What follows belongs to an exercise in optimizing a design on an open flow for small area and a short achievable clock period; a production flow would make more cautious choices.
No functional check of the RTL was part of any run shown here.
Power is estimated from default activity; no workload was simulated.

==> design.v <==
`default_nettype wire
`timescale 1 ns / 1 ps
parameter STEP    = 10;
parameter DWIDTH  = 16;
parameter LWIDTH  = 16;
parameter WAVSIZE = 16;
parameter CORE    = 4;
parameter CORELOG = 2;
parameter NETSIZE = 10;
module mac
  ( input                       clk
  , input                       xrst
  , input                       out_en
  , input                       accum_we
  , input                       reset
  , input  signed [DWIDTH-1:0]  x
  , input  signed [DWIDTH-1:0]  w
  , output signed [DWIDTH-1:0]  y
  );
  reg v0, v1, v2;
  always @(posedge clk) begin
    v0 <= xrst;
    v1 <= xrst & v0;
    v2 <= xrst & v1;
  end
  reg [15:0] xr;
  always @(posedge clk) xr <= x;
  reg [7:0] neg, one, two;
  integer i;
  wire [16:0] we = {w, 1'b0};
  always @(posedge clk)
    for (i = 0; i < 8; i = i + 1) begin
      neg[i] <= we[2*i+2];
      one[i] <= we[2*i+1] ^ we[2*i];
      two[i] <= (we[2*i+2] & ~we[2*i+1] & ~we[2*i]) | (~we[2*i+2] & we[2*i+1] & we[2*i]);
    end
  wire [17:0] xe = {xr[15], xr, 1'b0};
  wire neg0 = neg[0];
  wire [16:0] pp0 = ({17{one[0]}} & xe[17:1] | {17{two[0]}} & xe[16:0]) ^ {17{neg[0]}};
  wire npp0 = ~pp0[16];
  wire neg1 = neg[1];
  wire [16:0] pp1 = ({17{one[1]}} & xe[17:1] | {17{two[1]}} & xe[16:0]) ^ {17{neg[1]}};
  wire npp1 = ~pp1[16];
  wire neg2 = neg[2];
  wire [16:0] pp2 = ({17{one[2]}} & xe[17:1] | {17{two[2]}} & xe[16:0]) ^ {17{neg[2]}};
  wire npp2 = ~pp2[16];
  wire neg3 = neg[3];
  wire [16:0] pp3 = ({17{one[3]}} & xe[17:1] | {17{two[3]}} & xe[16:0]) ^ {17{neg[3]}};
  wire npp3 = ~pp3[16];
  wire neg4 = neg[4];
  wire [16:0] pp4 = ({17{one[4]}} & xe[17:1] | {17{two[4]}} & xe[16:0]) ^ {17{neg[4]}};
  wire npp4 = ~pp4[16];
  wire neg5 = neg[5];
  wire [16:0] pp5 = ({17{one[5]}} & xe[17:1] | {17{two[5]}} & xe[16:0]) ^ {17{neg[5]}};
  wire npp5 = ~pp5[16];
  wire neg6 = neg[6];
  wire [16:0] pp6 = ({17{one[6]}} & xe[17:1] | {17{two[6]}} & xe[16:0]) ^ {17{neg[6]}};
  wire npp6 = ~pp6[16];
  wire neg7 = neg[7];
  wire [16:0] pp7 = ({17{one[7]}} & xe[17:1] | {17{two[7]}} & xe[16:0]) ^ {17{neg[7]}};
  wire npp7 = ~pp7[16];
  wire s1;
  wire c2;
  wire s3;
  wire c4;
  wire s5;
  wire c6;
  wire s7;
  wire c8;
  wire s9;
  wire c10;
  wire s11;
  wire c12;
  wire s13;
  wire c14;
  wire s15;
  wire c16;
  wire s17;
  wire c18;
  wire s19;
  wire c20;
  wire s21;
  wire c22;
  wire s23;
  wire c24;
  wire s25;
  wire c26;
  wire s27;
  wire c28;
  wire s29;
  wire c30;
  wire s31;
  wire c32;
  wire s33;
  wire c34;
  wire s35;
  wire c36;
  wire s37;
  wire c38;
  wire s39;
  wire c40;
  wire s41;
  wire c42;
  wire s43;
  wire c44;
  wire s45;
  wire c46;
  wire s47;
  wire c48;
  wire s49;
  wire c50;
  wire s51;
  wire c52;
  wire s53;
  wire c54;
  wire s55;
  wire c56;
  wire s57;
  wire c58;
  wire s59;
  wire c60;
  wire s61;
  wire c62;
  wire s63;
  wire c64;
  wire s65;
  wire c66;
  wire s67;
  wire c68;
  wire s69;
  wire c70;
  wire s71;
  wire c72;
  wire s73;
  wire c74;
  wire s75;
  wire c76;
  wire s77;
  wire c78;
  wire s79;
  wire c80;
  wire s81;
  wire c82;
  wire s83;
  wire c84;
  wire s85;
  wire c86;
  wire s87;
  wire c88;
  wire s89;
  wire c90;
  wire s91;
  wire c92;
  wire s93;
  wire c94;
  wire s95;
  wire c96;
  wire s97;
  wire c98;
  wire s99;
  wire c100;
  wire s101;
  wire c102;
  wire s103;
  wire c104;
  wire s105;
  wire c106;
  wire s107;
  wire c108;
  wire s109;
  wire c110;
  wire s111;
  wire c112;
  wire s113;
  wire c114;
  wire s115;
  wire c116;
  wire s117;
  wire c118;
  wire s119;
  wire c120;
  wire s121;
  wire c122;
  wire s123;
  wire c124;
  wire s125;
  wire c126;
  wire s127;
  wire c128;
  wire s129;
  wire c130;
  wire s131;
  wire c132;
  wire s133;
  wire c134;
  wire s135;
  wire c136;
  wire s137;
  wire c138;
  wire s139;
  wire c140;
  wire s141;
  wire c142;
  wire s143;
  wire c144;
  wire s145;
  wire c146;
  wire s147;
  wire c148;
  wire s149;
  wire c150;
  wire s151;
  wire c152;
  wire s153;
  wire c154;
  wire s155;
  wire c156;
  wire s157;
  wire c158;
  wire s159;
  wire c160;
  wire s161;
  wire c162;
  wire s163;
  wire c164;
  wire s165;
  wire c166;
  wire s167;
  wire c168;
  wire s169;
  wire c170;
  wire s171;
  wire c172;
  wire s173;
  wire c174;
  wire s175;
  wire c176;
  wire s177;
  wire c178;
  wire s179;
  wire c180;
  wire s181;
  wire c182;
  wire s183;
  wire c184;
  wire s185;
  wire c186;
  wire s187;
  wire c188;
  wire s189;
  wire c190;
  wire s191;
  wire c192;
  wire s193;
  wire c194;
  assign s1 = pp0[4] ^ pp1[2];  assign c2 = pp0[4] & pp1[2];
  assign s3 = pp0[5] ^ pp1[3];  assign c4 = pp0[5] & pp1[3];
  assign s5 = pp0[2] ^ pp1[0];  assign c6 = pp0[2] & pp1[0];
  assign s7 = pp0[3] ^ pp1[1];  assign c8 = pp0[3] & pp1[1];
  assign s9 = pp2[0] ^ neg2 ^ s1;  assign c10 = pp2[0] ^ neg2 ? s1 : pp2[0];
  assign s11 = pp2[1] ^ s3 ^ c2;  assign c12 = pp2[1] ^ s3 ? c2 : pp2[1];
  wire [5:0] lo_a = {s11, s9, s7, neg1, pp0[1], pp0[0]};
  wire [5:0] lo_b = {c10, c8, c6, s5, 1'b0, neg0};
  wire [6:0] lo_sum = lo_a + lo_b;
  wire lo_zero = &(~((lo_a ^ lo_b) ^ {lo_a[4:0] | lo_b[4:0], 1'b0}));
  assign s13 = pp0[6] ^ pp1[4];  assign c14 = pp0[6] & pp1[4];
  assign s15 = pp0[10] ^ pp1[8];  assign c16 = pp0[10] & pp1[8];
  assign s17 = pp0[11] ^ pp1[9];  assign c18 = pp0[11] & pp1[9];
  assign s19 = pp0[12] ^ pp1[10] ^ pp2[8];  assign c20 = pp0[12] ^ pp1[10] ? pp2[8] : pp0[12];
  assign s21 = pp3[6] ^ pp4[4];  assign c22 = pp3[6] & pp4[4];
  assign s23 = pp0[13] ^ pp1[11] ^ pp2[9];  assign c24 = pp0[13] ^ pp1[11] ? pp2[9] : pp0[13];
  assign s25 = pp3[7] ^ pp4[5];  assign c26 = pp3[7] & pp4[5];
  assign s27 = pp0[14] ^ pp1[12] ^ pp2[10];  assign c28 = pp0[14] ^ pp1[12] ? pp2[10] : pp0[14];
  assign s29 = pp3[8] ^ pp4[6] ^ pp5[4];  assign c30 = pp3[8] ^ pp4[6] ? pp5[4] : pp3[8];
  assign s31 = pp6[2] ^ pp7[0];  assign c32 = pp6[2] & pp7[0];
  assign s33 = pp0[15] ^ pp1[13] ^ pp2[11];  assign c34 = pp0[15] ^ pp1[13] ? pp2[11] : pp0[15];
  assign s35 = pp3[9] ^ pp4[7] ^ pp5[5];  assign c36 = pp3[9] ^ pp4[7] ? pp5[5] : pp3[9];
  assign s37 = pp6[3] ^ pp7[1];  assign c38 = pp6[3] & pp7[1];
  assign s39 = npp0 ^ pp1[14] ^ pp2[12];  assign c40 = npp0 ^ pp1[14] ? pp2[12] : npp0;
  assign s41 = pp3[10] ^ pp4[8] ^ pp5[6];  assign c42 = pp3[10] ^ pp4[8] ? pp5[6] : pp3[10];
  assign s43 = pp6[4] ^ pp7[2] ^ 1'b1;  assign c44 = pp6[4] ^ pp7[2] ? 1'b1 : pp6[4];
  assign s45 = pp1[15] ^ pp2[13] ^ pp3[11];  assign c46 = pp1[15] ^ pp2[13] ? pp3[11] : pp1[15];
  assign s47 = pp4[9] ^ pp5[7] ^ pp6[5];  assign c48 = pp4[9] ^ pp5[7] ? pp6[5] : pp4[9];
  assign s49 = pp7[3] ^ 1'b1;  assign c50 = pp7[3] & 1'b1;
  assign s51 = npp1 ^ pp2[14] ^ pp3[12];  assign c52 = npp1 ^ pp2[14] ? pp3[12] : npp1;
  assign s53 = pp4[10] ^ pp5[8] ^ pp6[6];  assign c54 = pp4[10] ^ pp5[8] ? pp6[6] : pp4[10];
  assign s55 = pp2[15] ^ pp3[13] ^ pp4[11];  assign c56 = pp2[15] ^ pp3[13] ? pp4[11] : pp2[15];
  assign s57 = pp5[9] ^ pp6[7];  assign c58 = pp5[9] & pp6[7];
  assign s59 = npp2 ^ pp3[14] ^ pp4[12];  assign c60 = npp2 ^ pp3[14] ? pp4[12] : npp2;
  assign s61 = pp3[15] ^ pp4[13];  assign c62 = pp3[15] & pp4[13];
  assign s63 = pp2[2] ^ pp3[0] ^ neg3;  assign c64 = pp2[2] ^ pp3[0] ? neg3 : pp2[2];
  assign s65 = pp0[7] ^ pp1[5] ^ pp2[3];  assign c66 = pp0[7] ^ pp1[5] ? pp2[3] : pp0[7];
  assign s67 = pp0[8] ^ pp1[6] ^ pp2[4];  assign c68 = pp0[8] ^ pp1[6] ? pp2[4] : pp0[8];
  assign s69 = pp3[2] ^ pp4[0];  assign c70 = pp3[2] & pp4[0];
  assign s71 = pp0[9] ^ pp1[7] ^ pp2[5];  assign c72 = pp0[9] ^ pp1[7] ? pp2[5] : pp0[9];
  assign s73 = pp3[3] ^ pp4[1];  assign c74 = pp3[3] & pp4[1];
  assign s75 = pp2[6] ^ pp3[4] ^ pp4[2];  assign c76 = pp2[6] ^ pp3[4] ? pp4[2] : pp2[6];
  assign s77 = pp5[0] ^ neg5 ^ s15;  assign c78 = pp5[0] ^ neg5 ? s15 : pp5[0];
  assign s79 = pp2[7] ^ pp3[5] ^ pp4[3];  assign c80 = pp2[7] ^ pp3[5] ? pp4[3] : pp2[7];
  assign s81 = pp5[1] ^ s17 ^ c16;  assign c82 = pp5[1] ^ s17 ? c16 : pp5[1];
  assign s83 = pp5[2] ^ pp6[0] ^ neg6;  assign c84 = pp5[2] ^ pp6[0] ? neg6 : pp5[2];
  assign s85 = s19 ^ s21 ^ c18;  assign c86 = s19 ^ s21 ? c18 : s19;
  assign s87 = pp5[3] ^ pp6[1] ^ s23;  assign c88 = pp5[3] ^ pp6[1] ? s23 : pp5[3];
  assign s89 = s25 ^ c20 ^ c22;  assign c90 = s25 ^ c20 ? c22 : s25;
  assign s91 = neg7 ^ s27 ^ s29;  assign c92 = neg7 ^ s27 ? s29 : neg7;
  assign s93 = s31 ^ c24 ^ c26;  assign c94 = s31 ^ c24 ? c26 : s31;
  assign s95 = s33 ^ s35 ^ s37;  assign c96 = s33 ^ s35 ? s37 : s33;
  assign s97 = c28 ^ c30 ^ c32;  assign c98 = c28 ^ c30 ? c32 : c28;
  assign s99 = s39 ^ s41 ^ s43;  assign c100 = s39 ^ s41 ? s43 : s39;
  assign s101 = c34 ^ c36 ^ c38;  assign c102 = c34 ^ c36 ? c38 : c34;
  assign s103 = s45 ^ s47 ^ s49;  assign c104 = s45 ^ s47 ? s49 : s45;
  assign s105 = c40 ^ c42 ^ c44;  assign c106 = c40 ^ c42 ? c44 : c40;
  assign s107 = pp7[4] ^ s51 ^ s53;  assign c108 = pp7[4] ^ s51 ? s53 : pp7[4];
  assign s109 = c46 ^ c48 ^ c50;  assign c110 = c46 ^ c48 ? c50 : c46;
  assign s111 = pp7[5] ^ 1'b1 ^ s55;  assign c112 = pp7[5] ^ 1'b1 ? s55 : pp7[5];
  assign s113 = s57 ^ c52 ^ c54;  assign c114 = s57 ^ c52 ? c54 : s57;
  assign s115 = pp5[10] ^ pp6[8] ^ pp7[6];  assign c116 = pp5[10] ^ pp6[8] ? pp7[6] : pp5[10];
  assign s117 = s59 ^ c56 ^ c58;  assign c118 = s59 ^ c56 ? c58 : s59;
  assign s119 = pp5[11] ^ pp6[9] ^ pp7[7];  assign c120 = pp5[11] ^ pp6[9] ? pp7[7] : pp5[11];
  assign s121 = 1'b1 ^ s61 ^ c60;  assign c122 = 1'b1 ^ s61 ? c60 : 1'b1;
  assign s123 = npp3 ^ pp4[14] ^ pp5[12];  assign c124 = npp3 ^ pp4[14] ? pp5[12] : npp3;
  assign s125 = pp6[10] ^ pp7[8] ^ c62;  assign c126 = pp6[10] ^ pp7[8] ? c62 : pp6[10];
  assign s127 = c4 ^ c12;  assign c128 = c4 & c12;
  assign s129 = pp3[1] ^ c14 ^ s65;  assign c130 = pp3[1] ^ c14 ? s65 : pp3[1];
  assign s131 = neg4 ^ s67 ^ s69;  assign c132 = neg4 ^ s67 ? s69 : neg4;
  assign s133 = s71 ^ s73 ^ c68;  assign c134 = s71 ^ s73 ? c68 : s71;
  assign s135 = s75 ^ s77 ^ c72;  assign c136 = s75 ^ s77 ? c72 : s75;
  assign s137 = s79 ^ s81 ^ c76;  assign c138 = s79 ^ s81 ? c76 : s79;
  assign s139 = s83 ^ s85 ^ c80;  assign c140 = s83 ^ s85 ? c80 : s83;
  assign s141 = s87 ^ s89 ^ c84;  assign c142 = s87 ^ s89 ? c84 : s87;
  assign s143 = s91 ^ s93 ^ c88;  assign c144 = s91 ^ s93 ? c88 : s91;
  assign s145 = s95 ^ s97 ^ c92;  assign c146 = s95 ^ s97 ? c92 : s95;
  assign s147 = s99 ^ s101 ^ c96;  assign c148 = s99 ^ s101 ? c96 : s99;
  assign s149 = s103 ^ s105 ^ c100;  assign c150 = s103 ^ s105 ? c100 : s103;
  assign s151 = s107 ^ s109 ^ c104;  assign c152 = s107 ^ s109 ? c104 : s107;
  assign s153 = s111 ^ s113 ^ c108;  assign c154 = s111 ^ s113 ? c108 : s111;
  assign s155 = s115 ^ s117 ^ c112;  assign c156 = s115 ^ s117 ? c112 : s115;
  assign s157 = s119 ^ s121 ^ c116;  assign c158 = s119 ^ s121 ? c116 : s119;
  assign s159 = s123 ^ s125 ^ c120;  assign c160 = s123 ^ s125 ? c120 : s123;
  reg lo_c, lo_z;
  reg t6_0;
  reg t6_1;
  reg t6_2;
  reg t7_0;
  reg t7_1;
  reg t7_2;
  reg t8_0;
  reg t8_1;
  reg t8_2;
  reg t9_0;
  reg t9_1;
  reg t9_2;
  reg t10_0;
  reg t10_1;
  reg t10_2;
  reg t11_0;
  reg t11_1;
  reg t11_2;
  reg t12_0;
  reg t12_1;
  reg t12_2;
  reg t13_0;
  reg t13_1;
  reg t13_2;
  reg t14_0;
  reg t14_1;
  reg t14_2;
  reg t15_0;
  reg t15_1;
  reg t15_2;
  reg t16_0;
  reg t16_1;
  reg t16_2;
  reg t17_0;
  reg t17_1;
  reg t17_2;
  reg t18_0;
  reg t18_1;
  reg t18_2;
  reg t19_0;
  reg t19_1;
  reg t19_2;
  reg t20_0;
  reg t20_1;
  reg t20_2;
  reg t21_0;
  reg t21_1;
  reg t21_2;
  reg t22_0;
  reg t22_1;
  reg t22_2;
  always @(posedge clk) begin
    lo_c <= lo_sum[6];
    lo_z <= lo_zero;
    t6_0 <= s13;
    t6_1 <= s63;
    t6_2 <= s127;
    t7_0 <= c64;
    t7_1 <= s129;
    t7_2 <= c128;
    t8_0 <= c66;
    t8_1 <= s131;
    t8_2 <= c130;
    t9_0 <= c70;
    t9_1 <= s133;
    t9_2 <= c132;
    t10_0 <= c74;
    t10_1 <= s135;
    t10_2 <= c134;
    t11_0 <= c78;
    t11_1 <= s137;
    t11_2 <= c136;
    t12_0 <= c82;
    t12_1 <= s139;
    t12_2 <= c138;
    t13_0 <= c86;
    t13_1 <= s141;
    t13_2 <= c140;
    t14_0 <= c90;
    t14_1 <= s143;
    t14_2 <= c142;
    t15_0 <= c94;
    t15_1 <= s145;
    t15_2 <= c144;
    t16_0 <= c98;
    t16_1 <= s147;
    t16_2 <= c146;
    t17_0 <= c102;
    t17_1 <= s149;
    t17_2 <= c148;
    t18_0 <= c106;
    t18_1 <= s151;
    t18_2 <= c150;
    t19_0 <= c110;
    t19_1 <= s153;
    t19_2 <= c152;
    t20_0 <= c114;
    t20_1 <= s155;
    t20_2 <= c154;
    t21_0 <= c118;
    t21_1 <= s157;
    t21_2 <= c156;
    t22_0 <= c122;
    t22_1 <= s159;
    t22_2 <= c158;
  end
  assign s161 = t6_0 ^ t6_1;  assign c162 = t6_0 & t6_1;
  assign s163 = t7_0 ^ t7_1 ^ t7_2;  assign c164 = t7_0 ^ t7_1 ? t7_2 : t7_0;
  assign s165 = t8_0 ^ t8_1 ^ t8_2;  assign c166 = t8_0 ^ t8_1 ? t8_2 : t8_0;
  assign s167 = t9_0 ^ t9_1 ^ t9_2;  assign c168 = t9_0 ^ t9_1 ? t9_2 : t9_0;
  assign s169 = t10_0 ^ t10_1 ^ t10_2;  assign c170 = t10_0 ^ t10_1 ? t10_2 : t10_0;
  assign s171 = t11_0 ^ t11_1 ^ t11_2;  assign c172 = t11_0 ^ t11_1 ? t11_2 : t11_0;
  assign s173 = t12_0 ^ t12_1 ^ t12_2;  assign c174 = t12_0 ^ t12_1 ? t12_2 : t12_0;
  assign s175 = t13_0 ^ t13_1 ^ t13_2;  assign c176 = t13_0 ^ t13_1 ? t13_2 : t13_0;
  assign s177 = t14_0 ^ t14_1 ^ t14_2;  assign c178 = t14_0 ^ t14_1 ? t14_2 : t14_0;
  assign s179 = t15_0 ^ t15_1 ^ t15_2;  assign c180 = t15_0 ^ t15_1 ? t15_2 : t15_0;
  assign s181 = t16_0 ^ t16_1 ^ t16_2;  assign c182 = t16_0 ^ t16_1 ? t16_2 : t16_0;
  assign s183 = t17_0 ^ t17_1 ^ t17_2;  assign c184 = t17_0 ^ t17_1 ? t17_2 : t17_0;
  assign s185 = t18_0 ^ t18_1 ^ t18_2;  assign c186 = t18_0 ^ t18_1 ? t18_2 : t18_0;
  assign s187 = t19_0 ^ t19_1 ^ t19_2;  assign c188 = t19_0 ^ t19_1 ? t19_2 : t19_0;
  assign s189 = t20_0 ^ t20_1 ^ t20_2;  assign c190 = t20_0 ^ t20_1 ? t20_2 : t20_0;
  assign s191 = t21_0 ^ t21_1 ^ t21_2;  assign c192 = t21_0 ^ t21_1 ? t21_2 : t21_0;
  assign s193 = t22_0 ^ t22_1 ^ t22_2;  assign c194 = t22_0 ^ t22_1 ? t22_2 : t22_0;
  wire [16:0] ha = {s193, s191, s189, s187, s185, s183, s181, s179, s177, s175, s173, s171, s169, s167, s165, s163, t6_2};
  wire [16:0] hb = {c192, c190, c188, c186, c184, c182, c180, c178, c176, c174, c172, c170, c168, c166, c164, c162, s161};
  wire [17:0] phs = {ha, 1'b1} + {hb, lo_c};
  wire [16:0] ph = phs[17:1];
  wire [14:0] p15 = ph[16:2];
  wire zz = lo_z & ~|ph[1:0];
  wire dec = p15[14] & zz;
  reg [14:0] phr;
  reg zr;
  always @(posedge clk) begin
    phr <= p15;
    zr <= zz;
  end
  wire decr = phr[14] & zr;
  wire [15:0] q16 = {phr[14], phr};
  wire [15:0] acc = {acch, accl};
  wire [15:0] ts = ~(acc ^ q16);
  wire [15:0] tc = {acc[14:0] | q16[14:0], ~decr};
  reg [7:0] acch;
  reg [7:0] accl;
  reg [0:0] acck;
  reg [15:0] yr;
  wire [8:0] sum0 = ts[7:0] + tc[7:0];
  wire [9:0] sumc1 = {ts[15:8], 1'b1} + {tc[15:8], acck[0]};
  always @(posedge clk)
    if (!xrst | reset) begin
      acch <= 0;
      accl <= 0;
      acck <= 0;
    end else if (accum_we & v2) begin
      accl <= sum0[7:0];
      acch <= {sumc1[8:1]};
      acck <= {sum0[8]};
    end
  wire [15:0] accy = {acch, accl} + {7'd0, acck[0], 8'd0};
  always @(posedge clk)
    if (!xrst)
      yr <= 0;
    else if (out_en)
      yr <= accy;
  assign y = yr;
endmodule
==> flow/run.sh <==
#!/bin/bash
# The standard layout (standard.sh: the standard flow's synthesis and ORFS flow) with these make settings:
# the port buffers are plain buffers (buf_2) instead of the delay buffer that buffer_ports
# picks by default. All output goes to standard.log in the work folder; ORFS also keeps its
# per-step logs under orfs/logs.
set -euo pipefail
bash standard.sh BUFFER_PORTS_ARGS="-buffer_cell sky130_fd_sc_hd__buf_2"  finish > standard.log 2>&1
==> standard.sh <==
#!/bin/bash
# synth_recipe.tcl (not shown) runs the flow's synth.tcl, then flattens the netlist and writes it again
# the make line also repeats each setting of config.mk as NAME=value (left out here)
make -C /OpenROAD-flow-scripts/flow DESIGN_CONFIG=/design/flow/config.mk WORK_HOME=/design/flow/orfs CLKGATE_MAP_FILE= SYNTH_SCRIPT=/design/flow/synth_recipe.tcl "${@:-finish}"
==> config.mk <==
export PLATFORM = sky130hd
export DESIGN_NAME = mac
export DESIGN_NICKNAME = mac
export VERILOG_FILES = /design/flow/design.v
export SDC_FILE = /design/flow/constraint.sdc
export NUM_CORES = 4
export LEC_CHECK = 0
export CAP_MARGIN = 20
export CORE_MARGIN = 2
export CORE_UTILIZATION = 70
export CTS_BUF_LIST = sky130_fd_sc_hd__clkbuf_8
export CTS_CLUSTER_SIZE = 30
export SETUP_SLACK_MARGIN = 3.65
export SLEW_MARGIN = 20
==> constraint.sdc <==
create_clock -name core_clock -period 6.0 [get_ports {clk}]
set_input_delay 1.2000 -clock core_clock [delete_from_list [all_inputs] [get_ports {clk}]]
set_output_delay 1.2000 -clock core_clock [all_outputs]
set_load 0.01 [all_outputs]
==> results of run 1 <==
==> registers in the layout, summed over array words and instances (netlist names), 8 cells and up <==
signal,count
yr,16
one,8
neg,8
phr,15
acch,8
xr,16
two,8
accl,8
==> cell families after synthesis <==
group	count (synthesis)	synth area share
compound gates	215	0.149
xor+xnor	299	0.263
fa+ha+maj	143	0.163
buf+inv	150	0.0678
flops	145	0.282
mux	17	0.0170
simple gates	121	0.0587
==> repair_timing <==
action                                 4_1_cts  5_1_grt
buffers inserted                             7        7
resized for setup                           53       42
setup endpoints to repair                   28       25
endpoints found under the hold margin        0        0
pin swaps                                    9       18
cloned                                       0        0
==> cells in the mapped netlist (all sizes together) (6+ instances only) <==
cell and number:
a21o 14, o211a 6, inv 82, buf 42
nand2 52, nor3 6, mux2i 13, xnor2 256
o21bai 9, a21oi 39, xor2 39, dfxtp 145
clkbuf 26, maj3 64, nand3b 8, o21ai 24
ha 76, nor2b 14, nor2 11, a22oi 104
nand2b 12
==> power by group through the flow <==
stage	sequential (mW)	clock, mW	combinational [mW]
detailed placement	1.49	0	3.74
global placement	1.48	0	3.66
global route	1.50	0.999	4.79
finish	1.47	0.940	4.35
CTS	1.47	0.958	4.06
floorplan	1.38	0	3.27
==> cells in the final DEF, fill, tap and decap left out, types with 7 or more instances in the layout <==
master,count
a21o_1,14
buf_4,14
dfxtp_4,13
nor2b_1,14
a21oi_1,29
clkbuf_8,19
a22oi_2,10
xor2_1,38
a22oi_1,94
ha_4,7
nand2_1,52
nand2b_1,12
dfxtp_2,23
nand3b_1,8
a21oi_2,9
ha_1,67
maj3_2,20
o21bai_1,8
mux2i_1,13
inv_1,78
maj3_1,44
nor2_1,11
buf_2,52
dfxtp_1,109
o21ai_0,17
xnor2_1,251
==> path summary, 6_finish.rpt <==
kind,start,cells after the start,to
max,t10_1$_DFF_P_,9,phr[12]$_DFF_P_
max reg2reg,t10_1$_DFF_P_,9,phr[12]$_DFF_P_
min,v1$_DFF_P_,1,v2$_DFF_P_
min reg2reg,v1$_DFF_P_,1,v2$_DFF_P_
==> layer usage <==
| metal | track usage | part of all wire | vias up |
|---|---|---|---|
| met5 | 0 | 0 | - |
| met2 | 0.468 | 0.50 | 200 |
| met3 | 0.0543 | 0.051 | 39 |
| li1 | - | - | 3737 |
| met4 | 0.105 | 0.020 | 0 |
| met1 | 0.306 | 0.43 | 3404 |
==> critical path: stages (launching register included) <==
cell,delay [ns]
dfxtp_1,0.33
maj3_2,0.33
ha_4,0.26
a21o_1,0.15
a21o_1,0.18
a221o_1,0.32
a31oi_4,0.22
o21ai_4,0.10
a2111o_1,0.40
o311ai_2,0.09
==> per-stage QoR <==
stage | setup WS (ns) | hold WS [ns] | cells
final | 3.53 | 0.445 | 1306
after floorplan | 3.60 | 0.406 | 1090
after CTS | 3.53 | 0.446 | 1299
after detailed placement | 3.34 | 0.421 | 1260
after global placement | 3.37 | 0.424 | 1260
after global routing | 3.46 | 0.456 | 1306
==> area by class of cell <==
type                            instances  area (µm²)
Clock buffer                           19         262
Clock inverter                         13         233
Fill cell                            1041        3130
Inverter                               82         308
Multi-Input combinational cell        795        6950
Sequential cell                       145        2980
Tap cell                              184         230
Timing Repair Buffer                   68         388
==> summary.md, run 1 <==
| Metric | Value |
|---|---|
| Max-slew violation count | 0 |
| Seq/Total Area, Yosys | 0.282 |
| F_max | 0.406 GHz |
| HP Class | flip-flop to flip-flop |
| Cell area after layout | 0.0114 mm² |
| Final period util | 0.411 |
| Async S/R FF share, synth | 0 |
| Finished Core Util | 0.784 |
| Placed cell areas | 0.0105 mm² |
| Status | timing/DRC/antenna clean |
| Syn_nets | 1206 |
| Routability cong. | 0.892 |
| # hold bufs at CTS | 0 |
| Max clock buf depth | 2 |
| Clk Latency, worst-skew pair | 0.45 ns |
| Clock share of power | 0.139 |
| Final Skew | 0.0114 ns |
| Layout area overhead | 10.3% |
| PD cells | 596 mW/mm² |
| Num rows | 44 |
| CTS buffer count | 17 |
| Cell Int Power | 4.06 mW |
| N_diodes | 0 |
| GRT Overall Usage | 0.262 |
| First-pass GRT wire length | 33700 µm |
| Core Region | 0.0145 mm² |
| RSZ-0062 raised after global routing | true |
| Register bit total from synthesis | 145 |
| Clock sinks | 145 |
| Largest net degree at the start of global routing | 23 |
| NetSw | 2.71 mW |
| Crit path DAT | 2.83 ns |
| Syn Std Cell Area | 0.0103 mm² |
| Avg WL per Cell | 15.2 µm |
| Detailed placement HPWL | 14500 µm |
| Area contributors post-synth | dfxtp_1, xnor2_1, ha_1 |
| Worst Tran Pin Value | 0.663 ns |
| DRT iter0 DRCs | 427 |
| Comb pwr share | 0.643 |
| Buffers added on ports | 52 |
| Synth Warn # | 1 |
| Initial antenna violation count | 0 |
| WL final | 19900 µm |
| Max IR drop VDD | 0.000258 V |
| Final setup viols | 0 |
| Synth unique cells | 57 |
| Crit path kind | flip-flop to flip-flop |
| CTS tree | yes |
| Max-cap violations | 0 |
| Main synth FF type | dfxtp_1 |
| Final min period | 2.47 ns |
| Final Hold Violating Endpoints | 0 |
| Vias in the first global route | 7297 |
| Total Nets Final | 1225 |
| Die width | 125 µm |
| Mean Syn Cell Area | 9.45 µm² |
| Layout cells sized above 1 | 0.195 |
| Yosys top cell area share | 0.282 |
| Via count | 7380 |
| Yosys top cell by area | dfxtp_1 |
| Total grt overflow | 0 |
| CTS H-Tree Depth | 4 |
| Drc violations | 0 |
| Setup crit end kind | flip-flop |
| Post-synth EDFFs | 0 |
| Type of origin of the critical path | flip-flop |
| Worst-path fanout max | 3 |
| DR pass1 iterations | 6 |
| Antenna violation net count after detailed routing | 0 |
| Post-route setup TNS | 0 ns |
| Leakage | 4.55 nW |
| Synth Instances | 1090 |
| Clock slew at reported path FFs | 0.08 ns |
| Pwr Total | 6.76 mW |
| DIE HEIGHT | 125 µm |
| Clock root buffer | clkbuf_8 |
| R2r setup slk | 3.53 ns |
| Io pins | 53 |
| DIE AREA | 0.0157 mm² |
| Sw Ratio | 0.400 |
| Initial Utilization | 0.711 |
| Data required, critical path | 6.36 ns |
| Flop pwr share | 0.218 |
| Normalized max-slew margin | 0.557 |
| Vias per cell | 5.65 |
==> run 2, diff against run 1 <==
--- a/design.v
+++ b/design.v
@@ -444,23 +444,23 @@
     t22_1 <= s159;
     t22_2 <= c158;
   end
-  assign s161 = t6_0 ^ t6_1;  assign c162 = t6_0 & t6_1;
-  assign s163 = t7_0 ^ t7_1 ^ t7_2;  assign c164 = t7_0 ^ t7_1 ? t7_2 : t7_0;
-  assign s165 = t8_0 ^ t8_1 ^ t8_2;  assign c166 = t8_0 ^ t8_1 ? t8_2 : t8_0;
-  assign s167 = t9_0 ^ t9_1 ^ t9_2;  assign c168 = t9_0 ^ t9_1 ? t9_2 : t9_0;
-  assign s169 = t10_0 ^ t10_1 ^ t10_2;  assign c170 = t10_0 ^ t10_1 ? t10_2 : t10_0;
-  assign s171 = t11_0 ^ t11_1 ^ t11_2;  assign c172 = t11_0 ^ t11_1 ? t11_2 : t11_0;
-  assign s173 = t12_0 ^ t12_1 ^ t12_2;  assign c174 = t12_0 ^ t12_1 ? t12_2 : t12_0;
-  assign s175 = t13_0 ^ t13_1 ^ t13_2;  assign c176 = t13_0 ^ t13_1 ? t13_2 : t13_0;
-  assign s177 = t14_0 ^ t14_1 ^ t14_2;  assign c178 = t14_0 ^ t14_1 ? t14_2 : t14_0;
-  assign s179 = t15_0 ^ t15_1 ^ t15_2;  assign c180 = t15_0 ^ t15_1 ? t15_2 : t15_0;
-  assign s181 = t16_0 ^ t16_1 ^ t16_2;  assign c182 = t16_0 ^ t16_1 ? t16_2 : t16_0;
-  assign s183 = t17_0 ^ t17_1 ^ t17_2;  assign c184 = t17_0 ^ t17_1 ? t17_2 : t17_0;
-  assign s185 = t18_0 ^ t18_1 ^ t18_2;  assign c186 = t18_0 ^ t18_1 ? t18_2 : t18_0;
-  assign s187 = t19_0 ^ t19_1 ^ t19_2;  assign c188 = t19_0 ^ t19_1 ? t19_2 : t19_0;
-  assign s189 = t20_0 ^ t20_1 ^ t20_2;  assign c190 = t20_0 ^ t20_1 ? t20_2 : t20_0;
-  assign s191 = t21_0 ^ t21_1 ^ t21_2;  assign c192 = t21_0 ^ t21_1 ? t21_2 : t21_0;
-  assign s193 = t22_0 ^ t22_1 ^ t22_2;  assign c194 = t22_0 ^ t22_1 ? t22_2 : t22_0;
+  assign {c162, s161} = t6_0 + t6_1;
+  assign {c164, s163} = t7_0 + t7_1 + t7_2;
+  assign {c166, s165} = t8_0 + t8_1 + t8_2;
+  assign {c168, s167} = t9_0 + t9_1 + t9_2;
+  assign {c170, s169} = t10_0 + t10_1 + t10_2;
+  assign {c172, s171} = t11_0 + t11_1 + t11_2;
+  assign {c174, s173} = t12_0 + t12_1 + t12_2;
+  assign {c176, s175} = t13_0 + t13_1 + t13_2;
+  assign {c178, s177} = t14_0 + t14_1 + t14_2;
+  assign {c180, s179} = t15_0 + t15_1 + t15_2;
+  assign {c182, s181} = t16_0 + t16_1 + t16_2;
+  assign {c184, s183} = t17_0 + t17_1 + t17_2;
+  assign {c186, s185} = t18_0 + t18_1 + t18_2;
+  assign {c188, s187} = t19_0 + t19_1 + t19_2;
+  assign {c190, s189} = t20_0 + t20_1 + t20_2;
+  assign {c192, s191} = t21_0 + t21_1 + t21_2;
+  assign {c194, s193} = t22_0 + t22_1 + t22_2;
   wire [16:0] ha = {s193, s191, s189, s187, s185, s183, s181, s179, s177, s175, s173, s171, s169, s167, s165, s163, t6_2};
   wire [16:0] hb = {c192, c190, c188, c186, c184, c182, c180, c178, c176, c174, c172, c170, c168, c166, c164, c162, s161};
   wire [17:0] phs = {ha, 1'b1} + {hb, lo_c};
@@ -479,23 +479,25 @@
   wire [15:0] acc = {acch, accl};
   wire [15:0] ts = ~(acc ^ q16);
   wire [15:0] tc = {acc[14:0] | q16[14:0], ~decr};
-  reg [7:0] acch;
-  reg [7:0] accl;
-  reg [0:0] acck;
+  reg [11:0] acch;
+  reg [3:0] accl;
+  reg [2:0] acck;
   reg [15:0] yr;
-  wire [8:0] sum0 = ts[7:0] + tc[7:0];
-  wire [9:0] sumc1 = {ts[15:8], 1'b1} + {tc[15:8], acck[0]};
+  wire [4:0] sum0 = ts[3:0] + tc[3:0];
+  wire [5:0] sumc1 = {ts[7:4], 1'b1} + {tc[7:4], acck[0]};
+  wire [5:0] sumc2 = {ts[11:8], 1'b1} + {tc[11:8], acck[1]};
+  wire [5:0] sumc3 = {ts[15:12], 1'b1} + {tc[15:12], acck[2]};
   always @(posedge clk)
     if (!xrst | reset) begin
       acch <= 0;
       accl <= 0;
       acck <= 0;
     end else if (accum_we & v2) begin
-      accl <= sum0[7:0];
-      acch <= {sumc1[8:1]};
-      acck <= {sum0[8]};
+      accl <= sum0[3:0];
+      acch <= {sumc3[4:1], sumc2[4:1], sumc1[4:1]};
+      acck <= {sumc2[5], sumc1[5], sum0[4]};
     end
-  wire [15:0] accy = {acch, accl} + {7'd0, acck[0], 8'd0};
+  wire [15:0] accy = {acch, accl} + {3'd0, acck[2], 3'd0, acck[1], 3'd0, acck[0], 4'd0};
   always @(posedge clk)
     if (!xrst)
       yr <= 0;
--- a/config.mk
+++ b/config.mk
@@ -10,5 +10,5 @@
 export CORE_UTILIZATION = 70
 export CTS_BUF_LIST = sky130_fd_sc_hd__clkbuf_8
 export CTS_CLUSTER_SIZE = 30
-export SETUP_SLACK_MARGIN = 3.65
+export SETUP_SLACK_MARGIN = 3.6
 export SLEW_MARGIN = 20
==> run 2 against run 1 <==
Still clean. Cell area is 2.2% lower. Hold slack worse by 0.011 ns. Clock-buffer cell count is 2 lower. Critical path type unchanged. Largest cell class unchanged.
==> summary.md, run 2 <==
| Metric | Value |
|---|---|
| Yosys top cell by area | dfxtp_1 |
| Uppermost routed layer | met4 |
| Seq/Total Area, Yosys | 0.283 |
| Final setup viols | 0 |
| Post-synth top cells | xnor2_1, dfxtp_1, a22oi_1, inv_1, ha_1 |
| Buffers added on ports | 52 |
| CP top delay family | adder cells |
| Synth unique cells | 48 |
| Post-synth EDFFs | 0 |
| Status | timing/DRC/antenna clean |
| Pwr Total | 5.87 mW |
| Synth Warn # | 1 |
| Worst-path fanout max | 4 |
| GRT Overall Usage | 0.259 |
| Detailed placement HPWL | 14600 µm |
| Commonest non-fill, non-tap cell in the layout | xnor2_1 |
| Type of origin of the critical path | flip-flop |
| Filler cell count | 1072 |
| Clock root buffer | clkbuf_8 |
| Drc violations | 0 |
| Final min period | 2.57 ns |
| Crit path kind | flip-flop to flip-flop |
| Initial antenna violation count | 1 |
| Initial Utilization | 0.716 |
| Worst Tran Pin Value | 0.782 ns |
| Area contributors post-synth | dfxtp_1, xnor2_1, ha_1 |
| F_max | 0.389 GHz |
| Crit path DAT | 2.97 ns |
| Mean Syn Cell Area | 9.53 µm² |
| DIE AREA | 0.0159 mm² |
| HP Class | flip-flop to flip-flop |
| # hold bufs at CTS | 0 |
| Met2 WL | 9680 µm |
| Die width | 126 µm |
| Antenna violation net count after detailed routing | 0 |
| Layout area overhead | 6.70% |
| Vias per cell | 5.66 |
| Main synth FF type | dfxtp_1 |
| Most frequent cells in the layout | xnor2_1, dfxtp_1, a22oi_1 |
| Num rows | 44 |
| Async S/R FF share, synth | 0 |
| PD cells | 529 mW/mm² |
| Clock sinks | 147 |
| Post-route setup TNS | 0 ns |
| Met1 WL | 8750 µm |
| CTS H-Tree Depth | 4 |
| Synth Instances | 1092 |
| WL final | 19700 µm |
| Total Nets Final | 1233 |
| Max-slew violation count | 0 |
| Yosys top cell area share | 0.283 |
| Largest registers | xr: 16 flops, yr: 16 flops, phr: 15 flops |
| Io pins | 53 |
| Final Skew | 0.0171 ns |
| RSZ-0062 raised after global routing | true |
| Vias in the first global route | 7231 |
| Layout cells sized above 1 | 0.176 |
| Buf+Inv Stages, Crit Path | 2 |
| N_diodes | 0 |
| Cell area after layout | 0.0111 mm² |
| Critical path's slowest cell | fa_1 |
| Max incr delay on CP | 0.54 ns |
| WL met3 | 855 µm |
| DR pass1 iterations | 6 |
| Max clock buf depth | 2 |
| Avg WL per Cell | 15.2 µm |
| CTS buffer count | 17 |
| Syn Std Cell Area | 0.0104 mm² |
| Via count | 7326 |
| Clk Latency, worst-skew pair | 0.46 ns |
| Clock slew at reported path FFs | 0.08 ns |
| CTS tree | yes |
| Leakage | 4.56 nW |
| Routability cong. | 0.888 |
| Placed cell areas | 0.0106 mm² |
| Final Hold Violating Endpoints | 0 |
| Max-cap violations | 0 |
| Syn_nets | 1227 |
| Sequence of cells on the critical path | inv_2 -> fa_1 -> inv_2 -> ha_4 -> nor2b_4 -> o21a_1 -> o21ai_2 -> a21oi_2 -> o21ai_2 -> a22oi_2 -> or4_1 -> nand4_1 |
| Setup crit end kind | flip-flop |
| Most frequent cell after synthesis | xnor2_1 |
| Max IR drop VDD | 0.000213 V |
| Total grt overflow | 0 |
| Register bit total from synthesis | 147 |
| First-pass GRT wire length | 33700 µm |
| Core Region | 0.0145 mm² |
| Final period util | 0.428 |
| Normalized max-slew margin | 0.477 |
| Largest net degree at the start of global routing | 25 |
| DIE HEIGHT | 126 µm |
| DRT iter0 DRCs | 443 |
| Data required, critical path | 6.40 ns |
run 2: changes by cell type in the layout (fill, tap and decap cells not counted), moves of 7 or more:
cell	delta
buf_4	-9
maj3_1	-16
a22oi_1	-7
xor2_1	+11
fa_1	+20
ha_1	+7
nor2_1	+12
a22oi_2	+7
a21oi_1	+10
xnor2_1	-36
xnor2_2	+8
run 2: cell families after synthesis:
logic type      synth area share
simple gates              0.0684
mux                       0.0130
fa+ha+maj                  0.179
buf+inv                   0.0670
flops                      0.283
compound gates             0.148
xor+xnor                   0.242
run 2: worst register-to-register path, cell delays in order, from the launching register on:
cell	delay, ns
dfxtp_2	0.33
inv_2	0.04
fa_1	0.54
inv_2	0.05
ha_4	0.22
nor2b_4	0.12
o21a_1	0.18
o21ai_2	0.19
a21oi_2	0.10
o21ai_2	0.15
a22oi_2	0.12
or4_1	0.41
nand4_1	0.09
run 2: per-layer routing:
layer / global-route usage / up-vias
met3: 0.0421 / 37
met4: 0.112 / 0
li1: - / 3673
met2: 0.448 / 206
met1: 0.318 / 3410
met5: 0 / -
run 2: worst paths after layout:
kind / start / to / slack (ns) / cells past startpoint
worst max-delay path: t7_0$_DFF_P_ / phr[11]$_DFF_P_ / 3.43 / 12
worst min-delay path: v0$_DFF_P_ / v1$_DFF_P_ / 0.43 / 1
worst max register to register: t7_0$_DFF_P_ / phr[11]$_DFF_P_ / 3.43 / 12
worst min register to register: v0$_DFF_P_ / v1$_DFF_P_ / 0.43 / 1
run 2: timing repair:
| action | CTS | global route |
|---|---|---|
| setup endpoints to repair | 23 | 27 |
| gates resized for setup | 28 | 30 |
| setup buffers | 1 | 3 |
| pin swaps | 2 | 5 |
run 2: area by class of cell:
class / instances / area, µm² / area share
clock inverter: 15 / 154 / 0.0139
sequential: 147 / 3010 / 0.271
multi-input combinational: 790 / 6860 / 0.618
inverter: 85 / 319 / 0.0287
clock buffer: 17 / 234 / 0.0211
tap: 184 / 230 / 0.0207
timing repair buffer: 57 / 298 / 0.0268
run 2: where the power goes:
part	internal, mW	leakage, nW	switching [mW]
combinational	1.82	3.14	1.82
clock	0.372	0.189	0.399
sequential	1.26	1.23	0.192
total	3.46	4.56	2.41
run 2: stage by stage:
step           cells  utilization  setup slack [ns]  hold WS (ns)
2_1_floorplan   1092            -              3.57         0.406
3_3_place_gp    1259        0.726              3.42         0.410
3_5_place_dp    1259        0.726              3.38         0.417
4_1_cts         1292        0.757              3.45         0.438
5_1_grt         1295        0.764              3.31         0.443
6_report        1295        0.764              3.43         0.434

==> port drivers added, routing unchanged <==
Ports are ideal in the flow. The routed layouts listed here were re-timed in OpenROAD. Step 1 (the two cells are an assumption about what drives the block):
set clk [get_ports {clk}]
set_driving_cell -lib_cell sky130_fd_sc_hd__clkbuf_16 $clk
set_driving_cell -lib_cell sky130_fd_sc_hd__buf_2 [delete_from_list [all_inputs] $clk]
Step 2 adds t to the input delays and takes it off the output delays; t is the mean of the earliest and latest rising clock arrival at the registers after step 1. Input paths then give back, and output paths get back, about the clock's delay inside the block. a / b / c = ideal / step 1 / step 2; a / b = the first two.
| run | t, ns | slack for setup (ns) | worst setup path after step 2 | clock arrival spread, ns | worst slew at a driven data input, ns |
|---|---|---|---|---|---|
| run 1 | 0.488 | 3.534 / 3.534 / 3.534 | register to register | 0.014 / 0.014 | 0.03 |
| run 2 | 0.490 | 3.430 / 3.430 / 3.430 | register to register | 0.018 / 0.018 | 0.04 |
After both steps every run listed still meets setup and hold.
